Context: an optimization exercise on an open-source flow, tuned for small area, a short achievable clock period and few clock cycles. The choices shown serve that exercise and are no tape-out recipe. The RTL was checked by simulation tests, not by an equivalence proof against the original design. Power is estimated from default activity; no workload was simulated.

<file path="run.sh">
#!/bin/bash
# synth_recipe.tcl (not shown) runs the flow's synth.tcl, then flattens the netlist and writes it again
# the make line also repeats each setting of config.mk as NAME=value (left out here)
make -C /OpenROAD-flow-scripts/flow DESIGN_CONFIG=/design/flow/config.mk WORK_HOME=/design/flow/orfs CLKGATE_MAP_FILE= SYNTH_SCRIPT=/design/flow/synth_recipe.tcl finish
</file>
<file path="config.mk">
export PLATFORM = sky130hd
export DESIGN_NAME = cpu
export DESIGN_NICKNAME = cpu
export VERILOG_FILES = /design/flow/design.v
export SDC_FILE = /design/flow/constraint.sdc
export NUM_CORES = 4
export LEC_CHECK = 0
export CAP_MARGIN = 20
export CORE_MARGIN = 2
export CORE_UTILIZATION = 40
export SLEW_MARGIN = 20
</file>
<file path="constraint.sdc">
create_clock -name core_clock -period 8.0 [get_ports {Clk}]
set_input_delay 1.6000 -clock core_clock [delete_from_list [all_inputs] [get_ports {Clk}]]
set_output_delay 1.6000 -clock core_clock [all_outputs]
set_load 0.01 [all_outputs]
</file>
<file path="design.v">
`timescale 1ns / 1ps
module cpu(
    input             Clk,
    input             Reset_N,
    output     [15:0] i_address,
    input      [15:0] i_data,
    output reg        d_readM,
    output reg        d_writeM,
    output     [15:0] d_address,
    output     [15:0] d_wdata,
    input      [15:0] d_rdata,
    output reg [15:0] num_inst,
    output reg [15:0] output_port,
    output reg        is_halted
);
    reg [15:0] pc;
    reg [15:0] r0, r1, r2, r3;
    reg        ex_v;           
    reg [15:0] ex_ir;
    reg [15:0] ex_alt;         
    reg        ex_pt;          
    reg        ex_wen;         
    reg        ex_ld;          
    reg [1:0]  ex_dst;
    reg        ex_fa, ex_fb;   
    reg        mem_wen;
    reg [1:0]  mem_dst;
    reg        mem_ld;
    reg [15:0] mem_res;        
    reg [15:0] mem_wd;
    assign i_address = pc;
    assign d_address = mem_res;
    assign d_wdata   = mem_wd;
    wire [15:0] mem_val = mem_ld ? d_rdata : mem_res;
    function [15:0] rf;
        input [1:0] a;
        case (a)
            2'd0: rf = r0;
            2'd1: rf = r1;
            2'd2: rf = r2;
            default: rf = r3;
        endcase
    endfunction
    wire [3:0] op  = ex_ir[15:12];
    wire [1:0] rs  = ex_ir[11:10];
    wire [1:0] rt  = ex_ir[9:8];
    wire [5:0] fn  = ex_ir[5:0];
    wire [15:0] simm = {{8{ex_ir[7]}}, ex_ir[7:0]};
    wire [15:0] a = ex_fa ? mem_res : rf(rs);
    wire [15:0] b = ex_fb ? mem_res : rf(rt);
    wire is_r   = op == 4'd15;
    wire is_br  = op[3:2] == 2'b00;
    wire is_st  = op == 4'd8;
    wire is_wwd = is_r && fn == 6'd28;
    wire is_hlt = is_r && fn == 6'd29;
    wire is_lnk = op == 4'd10 || (is_r && fn == 6'd26);
    wire        r_sub = is_r && fn[2:0] == 3'd1;
    wire        r_tcp = is_r && fn[2:0] == 3'd5;
    wire [15:0] ax    = r_tcp ? 16'h0000 : a;
    wire [15:0] ay    = r_tcp ? ~a : r_sub ? ~b : is_r ? b : simm;
    wire [15:0] sum   = ax + ay + {15'd0, r_sub | r_tcp};
    reg [15:0] res;
    always @(*) begin
        case (op)
            4'd5:  res = a | {8'h00, ex_ir[7:0]};
            4'd6:  res = {ex_ir[7:0], 8'h00};
            4'd15: begin
                if (fn[4]) res = ex_alt;              
                else case (fn[2:0])
                    3'd2: res = a & b;
                    3'd3: res = a | b;
                    3'd4: res = ~a;
                    3'd6: res = {a[14:0], 1'b0};
                    3'd7: res = {a[15], a[15:1]};
                    default: res = sum;               
                endcase
            end
            4'd10: res = ex_alt;                      
            default: res = sum;                       
        endcase
    end
    reg cond;
    always @(*) begin
        case (op[1:0])
            2'd0: cond = a != b;
            2'd1: cond = a == b;
            2'd2: cond = !a[15] && a != 16'h0000;
            default: cond = a[15];
        endcase
    end
    wire flush = ex_v && is_br && (cond != ex_pt);
    wire [3:0]  iop  = i_data[15:12];
    wire [1:0]  irs  = i_data[11:10];
    wire [1:0]  irt  = i_data[9:8];
    wire [5:0]  ifn  = i_data[5:0];
    wire [15:0] pc1  = pc + 16'd1;
    wire        i_r   = iop == 4'd15;
    wire        i_br  = iop[3:2] == 2'b00;
    wire        i_jmp = iop == 4'd9 || iop == 4'd10;
    wire        i_jr  = i_r && (ifn == 6'd25 || ifn == 6'd26);
    wire [8:0]  t_lo  = {1'b0, pc1[7:0]} + {1'b0, i_data[7:0]};
    wire [7:0]  hi_p  = pc1[15:8] + 8'd1;
    wire [7:0]  hi_m  = pc1[15:8] - 8'd1;
    wire [7:0]  t_hi  = (t_lo[8] == i_data[7]) ? pc1[15:8] :
                        t_lo[8] ? hi_p : hi_m;
    wire [15:0] i_tgt = {t_hi, t_lo[7:0]};
    wire        i_req = irs == irt;
    reg         i_bt;
    always @(*) begin
        case (iop[1:0])
            2'd0: i_bt = i_data[7] || !i_req;
            2'd1: i_bt = i_data[7] || i_req;
            2'd2: i_bt = 1'b1;
            default: i_bt = i_data[7];
        endcase
        i_bt = i_bt && i_br;
    end
    wire i_use_rs = !(iop == 4'd6 || iop == 4'd9 || iop == 4'd10);
    wire i_use_rt = (i_r && ifn[5:2] == 4'd0) || iop == 4'd8 ||
                    iop == 4'd0 || iop == 4'd1;
    reg        i_wen;
    reg [1:0]  i_dst;
    always @(*) begin
        i_wen = 1'b0;
        i_dst = irt;
        case (iop)
            4'd4, 4'd5, 4'd6, 4'd7: i_wen = 1'b1;
            4'd10: begin i_wen = 1'b1; i_dst = 2'd2; end
            4'd15: begin
                i_dst = i_data[7:6];
                if (ifn[5:3] == 3'd0) i_wen = 1'b1;
                if (ifn == 6'd26) begin i_wen = 1'b1; i_dst = 2'd2; end
            end
            default: ;
        endcase
    end
    wire ex_w    = ex_v && ex_wen;
    wire hit_rs  = ex_w && ex_dst == irs;
    wire hit_rt  = ex_w && ex_dst == irt;
    wire ld_wait = ex_ld && ((i_use_rs && ex_dst == irs) || (i_use_rt && ex_dst == irt));
    wire ex_fwd  = op == 4'd5 || op == 4'd6;
    wire jr_wait = i_jr && hit_rs && !ex_fwd;
    wire stall   = ld_wait || jr_wait;
    wire [15:0] ex_fv = op[0] ? (a | {8'h00, ex_ir[7:0]}) : {ex_ir[7:0], 8'h00};
    wire [15:0] i_rsv = hit_rs ? ex_fv :
                        (mem_wen && mem_dst == irs) ? mem_val : rf(irs);
    reg [15:0] npc;
    always @(*) begin
        if (flush)      npc = ex_alt;
        else if (stall) npc = pc;
        else if (i_jmp) npc = {pc1[15:12], i_data[11:0]};
        else if (i_bt)  npc = i_tgt;
        else if (i_jr)  npc = i_rsv;
        else            npc = pc1;
    end
    wire go = !flush && !stall;
    always @(posedge Clk or negedge Reset_N) begin
        if (!Reset_N) begin
            pc          <= 16'h0000;
            r0 <= 16'h0000; r1 <= 16'h0000; r2 <= 16'h0000; r3 <= 16'h0000;
            ex_v        <= 1'b0;
            ex_wen      <= 1'b0;
            ex_ld       <= 1'b0;
            mem_wen     <= 1'b0;
            mem_ld      <= 1'b0;
            d_readM     <= 1'b0;
            d_writeM    <= 1'b0;
            num_inst    <= 16'h0000;
            output_port <= 16'h0000;
            is_halted   <= 1'b0;
        end else begin
            pc <= npc;
            ex_v   <= go;
            ex_wen <= go && i_wen;
            ex_ld  <= go && iop == 4'd7;
            mem_wen  <= ex_w;
            mem_ld   <= ex_ld;
            d_readM  <= ex_ld;
            d_writeM <= ex_v && is_st;
            if (mem_wen) begin
                case (mem_dst)
                    2'd0: r0 <= mem_val;
                    2'd1: r1 <= mem_val;
                    2'd2: r2 <= mem_val;
                    default: r3 <= mem_val;
                endcase
            end
            if (ex_v) num_inst <= num_inst + 16'd1;
            if (ex_v && is_wwd) output_port <= a;
            if (ex_v && is_hlt) is_halted <= 1'b1;
        end
    end
    always @(posedge Clk) begin
        ex_ir   <= i_data;
        ex_alt  <= (i_bt || !i_br) ? pc1 : i_tgt;
        ex_pt   <= i_bt;
        ex_dst  <= i_dst;
        ex_fa   <= hit_rs;
        ex_fb   <= hit_rt;
        mem_dst <= ex_dst;
        mem_res <= res;
        mem_wd  <= b;
    end
endmodule
</file>
==> results of run 1 <==
==> placed cells by master, fill, tap and decap left out, types with 19 or more instances in the layout <==
| cell type | netlist | layout |
|---|---|---|
| nor2_1 | 117 | 117 |
| a31oi_1 | 25 | 25 |
| mux4_2 | 46 | 46 |
| ha_1 | 61 | 61 |
| a21oi_1 | 104 | 104 |
| mux2i_1 | 48 | 48 |
| clkdlybuf4s50_1 | 0 | 115 |
| clkbuf_16 | 0 | 19 |
| mux2_2 | 24 | 24 |
| dfxtp_1 | 71 | 71 |
| xor2_1 | 26 | 26 |
| o21ai_0 | 160 | 160 |
| dfrtp_1 | 119 | 119 |
| xnor2_1 | 38 | 37 |
| nand3_1 | 25 | 25 |
| buf_4 | 0 | 33 |
| nor3_1 | 39 | 38 |
| inv_1 | 72 | 72 |
| nand2_1 | 163 | 163 |
| o211ai_1 | 30 | 30 |
==> path summary, 6_finish.rpt <==
path                            from               to  slack, ps
setup / recovery           i_data[0]           pc[14]       2640
hold / removal                 ex_ld           mem_ld        370
setup reg to reg            ex_ir[9]      mem_res[12]       2880
hold reg to reg                ex_ld           mem_ld        370
max in group asynchronous    Reset_N           pc[11]       5310
min in group asynchronous    Reset_N  output_port[12]       1100
==> flip-flops by register name, indices dropped and copies added (netlist names) <==
| name | cells |
|---|---|
| ex_fa | 1 |
| mem_wen | 1 |
| mem_dst | 2 |
| is_halted | 1 |
| r3 | 16 |
| num_inst | 16 |
| ex_ld | 1 |
| r1 | 16 |
| ex_wen | 1 |
| mem_res | 16 |
| ex_v | 1 |
| r0 | 16 |
| ex_alt | 16 |
| mem_wd | 16 |
| r2 | 16 |
| d_writeM | 1 |
| ex_ir | 16 |
| ex_pt | 1 |
| mem_ld | 1 |
| output_port | 16 |
| ex_fb | 1 |
| pc | 16 |
| ex_dst | 2 |
==> power breakdown <==
| part | internal [mW] | leakage, nW | total [mW] | switching (mW) |
|---|---|---|---|---|
| Combinational | 1.44 | 3.92 | 3.36 | 1.91 |
| Clock | 0.442 | 0.286 | 0.875 | 0.433 |
| Sequential | 1.32 | 2.07 | 1.80 | 0.481 |
| Total | 3.21 | 6.27 | 6.03 | 2.83 |
==> cell type report <==
type	count	area share
Sequential cell	190	0.286
Inverter	77	0.0188
Clock buffer	20	0.0311
Multi-Input combinational cell	1148	0.530
Clock inverter	12	0.00602
Timing Repair Buffer	150	0.0924
Tap cell	442	0.0359
==> stage by stage <==
| stage | util | hold WS, ps | setup WS (ps) | total power [mW] | cells |
|---|---|---|---|---|---|
| final | 0.473 | 371 | 2640 | 6.03 | 2039 |
| after global routing | 0.473 | 398 | 2330 | 6.41 | 2039 |
| after CTS | 0.472 | 379 | 2480 | 5.97 | 2037 |
| after detailed placement | 0.454 | 365 | 2260 | 5.08 | 2005 |
| after global placement | 0.454 | 366 | 2410 | 5.04 | 2005 |
| after floorplan | - | 348 | 3340 | 3.74 | 1507 |
==> worst register-to-register path: stages (launching register included) <==
cell and delay, ps:
dfxtp_1 950, mux4_2 410, mux2i_1 170, buf_4 200, inv_1 80, a21oi_1 140, o21ai_0 90, a21oi_1 220
fa_1 230, inv_1 70, fa_1 470, a21oi_1 230, o211ai_1 140, a31oi_1 280, o21bai_1 120, a2111oi_0 690
o21ai_0 200, a32oi_1 330
==> synthesized netlist by cell type, types with 10 or more instances <==
cell      instances  area, um2
inv_1            72        270
nor4_1           10       62.6
mux2_2           24        270
nor3_1           39        195
nand4_1          15       93.8
mux4_2           46       1040
dfrtp_1         119       2980
or3_1            12       75.1
dfxtp_1          71       1420
nand2_1         163        612
xnor2_1          38        333
a31oi_1          25        156
o211ai_1         30        225
a211oi_1         17        128
clkbuf_1         75        282
ha_1             61        763
xor2_1           26        228
o221ai_1         14        123
nor2_1          117        439
a21oi_1         104        521
nand3_1          25        125
mux2i_1          48        480
o22ai_1          12       75.1
nand2b_1         17        106
o21ai_0         160        801
==> metal layers <==
metal	routed length [um]	share of wire	global-route usage	vias to the layer above
li1	-	-	-	5666
met1	22200	0.44	0.409	6189
met2	21700	0.44	0.447	576
met3	3820	0.077	0.0573	95
met4	2100	0.042	0.134	0
met5	0	0	0	-
==> kinds of logic (layout without fill, tap and decap cells) <==
kind of cell / Yosys count / after routing / share of synthesized area
buf+inv: 169 / 259 / 0.0515
xor+xnor: 65 / 65 / 0.0446
flops: 190 / 190 / 0.333
simple gates: 446 / 446 / 0.155
mux: 124 / 124 / 0.143
fa+ha+maj: 65 / 65 / 0.0639
compound gates: 448 / 448 / 0.209
==> flow_summary_export.csv, run 1 <==
group,metric,value,unit
critical_path,start_kind,"primary input",
sta,rsz0062_at_grt,"no",
detailed_routing,vias_per_cell,6.14,
cts,cts_resized,0,
synthesis,syn_avg_cell_area,8.76,um2
power,leakage,6.27,nW
cts,htree_levels,4,
synthesis,netlist_area,13200,um2
synthesis,post_synth_inst_count,1507,
synthesis,yosys_warnings,1,
synthesis,syn-num-nets,1606,
sta,max_freq,0.187,GHz
min_path,hold_path_class,"flop to flop",
floorplanning,rows,66,
layout,nets,1683,
cts,holdBufCountCts,0,
cts,postCtsSetupBuffers,0,
detailed_routing,via_count,12500,
global_route,antenna_found_initial,1,
layout,fin_area,15400,um2
sta,drv_slew,0,
global_route,grt_max_degree,51,
floorplanning,die_h,186,um
sta,tightest_slew,1160,ps
sta,fin_setup_tns,0,ps
critical_path,path_max_fanout,11,
layout,drive_gt1_frac,0.0989,
global_route,groute.usage.overall,0.295,
synthesis,synth_seq_cells,190,
critical_path,end_kind,"flop",
synthesis,ys_seq_area_frac,0.333,
floorplanning,start_util,0.406,
critical_path,path_class,"primary input to flop",
global_route,grt_pass1_vias,12100,
detailed_routing,ant_nets,0,
detailed_routing,drt_pass1_iterations,5,
global_route,grt_overflow,0,
critical_path,cpPeakStageDelay,510,ps
detailed_routing,routed_wl,49.8,mm
sta,fin_crit_sh,0.670,
power,p_per_area,392,nW/um2
critical_path,crit_chain,"clkdlybuf4s50_1, ha_1, fa_1, a21oi_1, o2111ai_1, o211ai_1, inv_1, fa_1, nor2b_1, o21ai_0, a21boi_0, o21ai_0, a21boi_0, o211ai_1, a32oi_1, a21oi_1",
power,max-vdd-ir-drop,188,uV
critical_path,cp.required,8320,ps
critical_path,cp_num_cells,16,
floorplanning,dieArea,34500,um2
cts,numClockSinks,190,
sta,setup_viol,0,
layout,seq_area,4400,um2
sta,skew,28.2,ps
place,place_congestion,0.977,
critical_path,cpLargestDelayFamily,"compound AO/OA/AOI/OAI gates",
layout,multi_input_area,8150,um2
job,maxCapViolations,0,
floorplanning,die_x,186,um
detailed_routing,drt_iter0_markers,1108,
cts,cts_buffer_depth,2,
synthesis,ys_async_sr_fraction,0.626,
cts,cts_inserted_buffers,17,
cts,cts_tree,"done",
layout,antenna_cells,0,
min_path,worstHoldPathCells,0,
global_route,grt_pass1_wl,75.5,mm
floorplanning,num_io_pins,117,
synthesis,synthDistinctLibCells,71,
cts,cts.reportedPaths.clkPinSlew,80,ps
outcome,status,"finished clean",
sta,layout_min_cycle_time,5360,ps
layout,fill_cells,3222,
critical_path,cp_num_buf_inv,2,
place,dpl.hpwl,35.9,mm
cts,cts-root-buf,"clkbuf_16",
place,placed_area,14800,um2
detailed_routing,wl_per_cell,24.4,um
synthesis,ys.flop_type,"dfrtp_1",
critical_path,cpMaxStageDelayCell,"o211ai_1",
detailed_routing,route.detailed.drc,0,
synthesis,synth_edf_count,0,
sta,max_slew_margin,0.226,
sta,hold_violations,0,
critical_path,reg2reg_depth,17,
cts,clock_latency,480,ps
place,port_buffers,116,
layout,syn_to_final_growth,16.6,%
critical_path,crit_arrival,5670,ps
floorplanning,coreArea,32500,um2
Testbench counts, summed over its fixed seeds: cycles 315,823.
==> run 2, diff against run 1 <==
--- a/config.mk
+++ b/config.mk
@@ -10,2 +10,3 @@
 export CORE_UTILIZATION = 40
+export SETUP_SLACK_MARGIN = 4.5
 export SLEW_MARGIN = 20
==> flow_summary_export.csv, run 2 <==
group,metric,value,unit
outcome,status,"finished clean",
job,maxCapViolations,0,
cts,cts_buffer_depth,2,
cts,cts.reportedPaths.clkPinSlew,80,ps
critical_path,rr_startpoint,"ex_ir[8]",
critical_path,crit_arrival,4460,ps
synthesis,ys_seq_area_frac,0.333,
critical_path,start_kind,"primary input",
place,port_buffers,116,
floorplanning,start_util,0.406,
global_route,grt_pass1_wl,81.4,mm
layout,fill_cells,2864,
layout,nets,1829,
synthesis,synth_area_leaders,"dfrtp_1 (23%), dfxtp_1 (11%), mux4_2 (7.8%)",
power,max-vdd-ir-drop,221,uV
layout,fin_area,18200,um2
critical_path,crit_chain,"buf_8, ha_4, fa_2, a21oi_2, o2111ai_1, o211ai_1, buf_4, ha_4, buf_6, a21oi_4, nand4_1, a21boi_4, nor2_1, a211o_1, a41o_1, o221ai_1",
floorplanning,dieArea,34500,um2
sta,whs,392,ps
global_route,grt_overflow,0,
critical_path,crit_top_cell,"ha_4",
synthesis,synth_common_cells,"nand2_1 (163), o21ai_0 (160), dfrtp_1 (119), nor2_1 (117), a21oi_1 (104)",
critical_path,end_kind,"flop",
cts,numClockSinks,190,
synthesis,yosys_warnings,1,
power,p_clk_frac,0.116,
floorplanning,num_io_pins,117,
detailed_routing,ant_nets,0,
critical_path,cp_num_buf_inv,3,
place,placed_area,14900,um2
floorplanning,coreArea,32500,um2
cts,htree_levels,4,
cts,cts_inserted_buffers,17,
detailed_routing,wl_per_cell,25.1,um
layout,syn_to_final_growth,38.2,%
global_route,grt_pass1_vias,13100,
power,p_per_area,429,nW/um2
power,intPower,4.24,mW
global_route,grt_max_degree,62,
place,dpl.hpwl,35.8,mm
critical_path,cp.required,8370,ps
sta,rsz0062_at_grt,"yes",
power,combPwrFrac,0.650,
critical_path,crit_start,"i_data[0]",
critical_path,path_max_fanout,6,
detailed_routing,route.detailed.drc,0,
sta,drv_slew,0,
layout,multi_input_area,9420,um2
sta,hold_violations,0,
detailed_routing,drt_pass1_iterations,8,
global_route,groute.usage.overall,0.319,
min_path,min_from,"ex_ld",
layout,antenna_cells,0,
sta,tightest_slew,917,ps
place,place_congestion,0.959,
layout,drive_gt1_frac,0.285,
layout,layout_common_cells,"nand2_1 (160), o21ai_0 (134), dfrtp_1 (115), buf_4 (115), nor2_1 (111)",
min_path,hold_path_class,"flop to flop",
sta,skew,14.5,ps
layout,seq_area,4430,um2
synthesis,post_synth_inst_count,1507,
sta,layout_min_cycle_time,4090,ps
floorplanning,die_x,186,um
critical_path,cpLargestDelayFamily,"compound AO/OA/AOI/OAI gates",
cts,cts_tree,"done",
synthesis,syn-num-nets,1606,
synthesis,yosysTopAreaCellShare,0.226,
cts,clock_latency,460,ps
detailed_routing,drt_iter0_markers,1527,
power,seq_power_share,0.233,
power,netSwitchingFraction,0.458,
critical_path,path_class,"primary input to flop",
sta,fin_crit_sh,0.511,
sta,max_freq,0.244,GHz
synthesis,synth_edf_count,0,
power,leakage,7.34,nW
synthesis,ys.flop_type,"dfrtp_1",
synthesis,netlist_area,13200,um2
floorplanning,die_h,186,um
power,fin_total_pwr,7.82,mW
synthesis,yosysTopAreaCell,"dfrtp_1",
detailed_routing,via_count,13600,
synthesis,synth_seq_cells,190,
synthesis,syn_avg_cell_area,8.76,um2
detailed_routing,routed_wl,54.8,mm
sta,max_slew_margin,0.386,
synthesis,synthDistinctLibCells,71,
cts,cts-root-buf,"clkbuf_16",
detailed_routing,vias_per_cell,6.24,
synthesis,synth_most_common_cell,"nand2_1",
sta,setup_viol,0,
global_route,antenna_found_initial,0,
floorplanning,rows,66,
synthesis,ys_async_sr_fraction,0.626,
critical_path,cpMaxStageDelayCell,"fa_2",
power,p_sw,3.58,mW
sta,fin_setup_tns,0,ps
critical_path,cpPeakStageDelay,390,ps
layout,layout.cells.most_common,"nand2_1",
run 2: cell counts after synthesis:
Identical to the previous run, type by type.
run 2: layer usage:
layer,GRT usage,share of wire,vias up
met3,0.0646,0.096,212
met2,0.498,0.44,838
met1,0.420,0.40,6600
met4,0.161,0.059,0
li1,-,-,5981
met5,0,0,-
run 2: layout make-up:
class                           count  area share
Multi-Input combinational cell   1149       0.516
Sequential cell                   190       0.243
Timing Repair Buffer              294       0.159
Tap cell                          442      0.0303
Clock buffer                       18      0.0241
Inverter                           77      0.0180
Clock inverter                     14     0.00960
Timing Repair inverter              1    0.000274
run 2: power groups by stage:
stage	registers, mW	clock network, mW	logic (mW)
after floorplan	1.68	0	2.16
after global placement	1.80	0	3.34
after detailed placement	1.81	0	3.37
after CTS	1.80	0.915	4.44
after global routing	1.86	0.955	5.36
final	1.83	0.908	5.09
run 2: worst paths after layout:
kind | to | slack, ps | cells past startpoint
worst max-delay path | pc[15] | 3910 | 16
worst min-delay path | mem_ld | 390 | 0
worst max register to register | mem_res[8] | 3980 | 20
worst min register to register | mem_ld | 390 | 0
max in group asynchronous | output_port[9] | 5410 | 2
min in group asynchronous | r3[15] | 1230 | 1
run 2: repair_timing:
item | CTS | global route
resized for setup | 246 | 95
hold buffers | 0 | 0
endpoints found under the setup margin | 46 | 43
pin swaps | 86 | 58
gates cloned | 5 | 1
hold endpoints to repair | 0 | 0
setup buffers | 135 | 15
run 2: kinds of logic after synthesis:
logic type	share of synthesized area
compound gates	0.209
mux	0.143
simple gates	0.155
flops	0.333
xor+xnor	0.0446
buf+inv	0.0515
fa+ha+maj	0.0639
run 2: metrics by stage:
stage	util	worst slack, ps	instances
finish	0.561	3910	2185
global route	0.561	3760	2185
CTS	0.543	3980	2169
detailed placement	0.457	2580	1997
global placement	0.457	2680	1996
floorplan	-	3550	1507
run 2: worst reg2reg max path: stages (launching register included):
cell	delay (ps)
dfxtp_2	350
buf_12	100
mux4_2	520
mux2i_4	190
buf_12	150
clkinv_8	60
nor2_4	90
a21oi_2	60
o21ai_2	160
a21oi_2	80
fa_2	400
inv_2	70
fa_2	210
a21oi_2	80
o211ai_1	220
a31oi_2	160
buf_4	180
xnor2_4	140
a211oi_2	330
o221ai_2	170
o21a_2	180

port drivers added, routing unchanged:
Ports are ideal in the flow. The routed layouts listed here were re-timed in OpenROAD.
Step 1, drivers: a clkbuf_16 drives Clk and a buf_2 each remaining input, both assumed.
Step 2, shift: input delay + t, output delay - t, t = (earliest + latest rising clock arrival at the registers) / 2. This alone moves slack from input paths to output paths.
Slacks: ideal ports / drivers / drivers and shift; pairs: ideal ports / drivers.
run | t (ns) | setup slack, ns | worst hold slack (ns)
run 1 | 0.514 | 2.644 / 2.670 / 2.156 | 0.371 / 0.371 / 0.371
run 2 | 0.497 | 3.908 / 3.919 / 3.422 | 0.392 / 0.392 / 0.392
After both steps setup and hold are still met in every run listed. The setup slack of run 1, which loses most, moves by +0.026 ns with the drivers and by -0.488 ns with both steps.
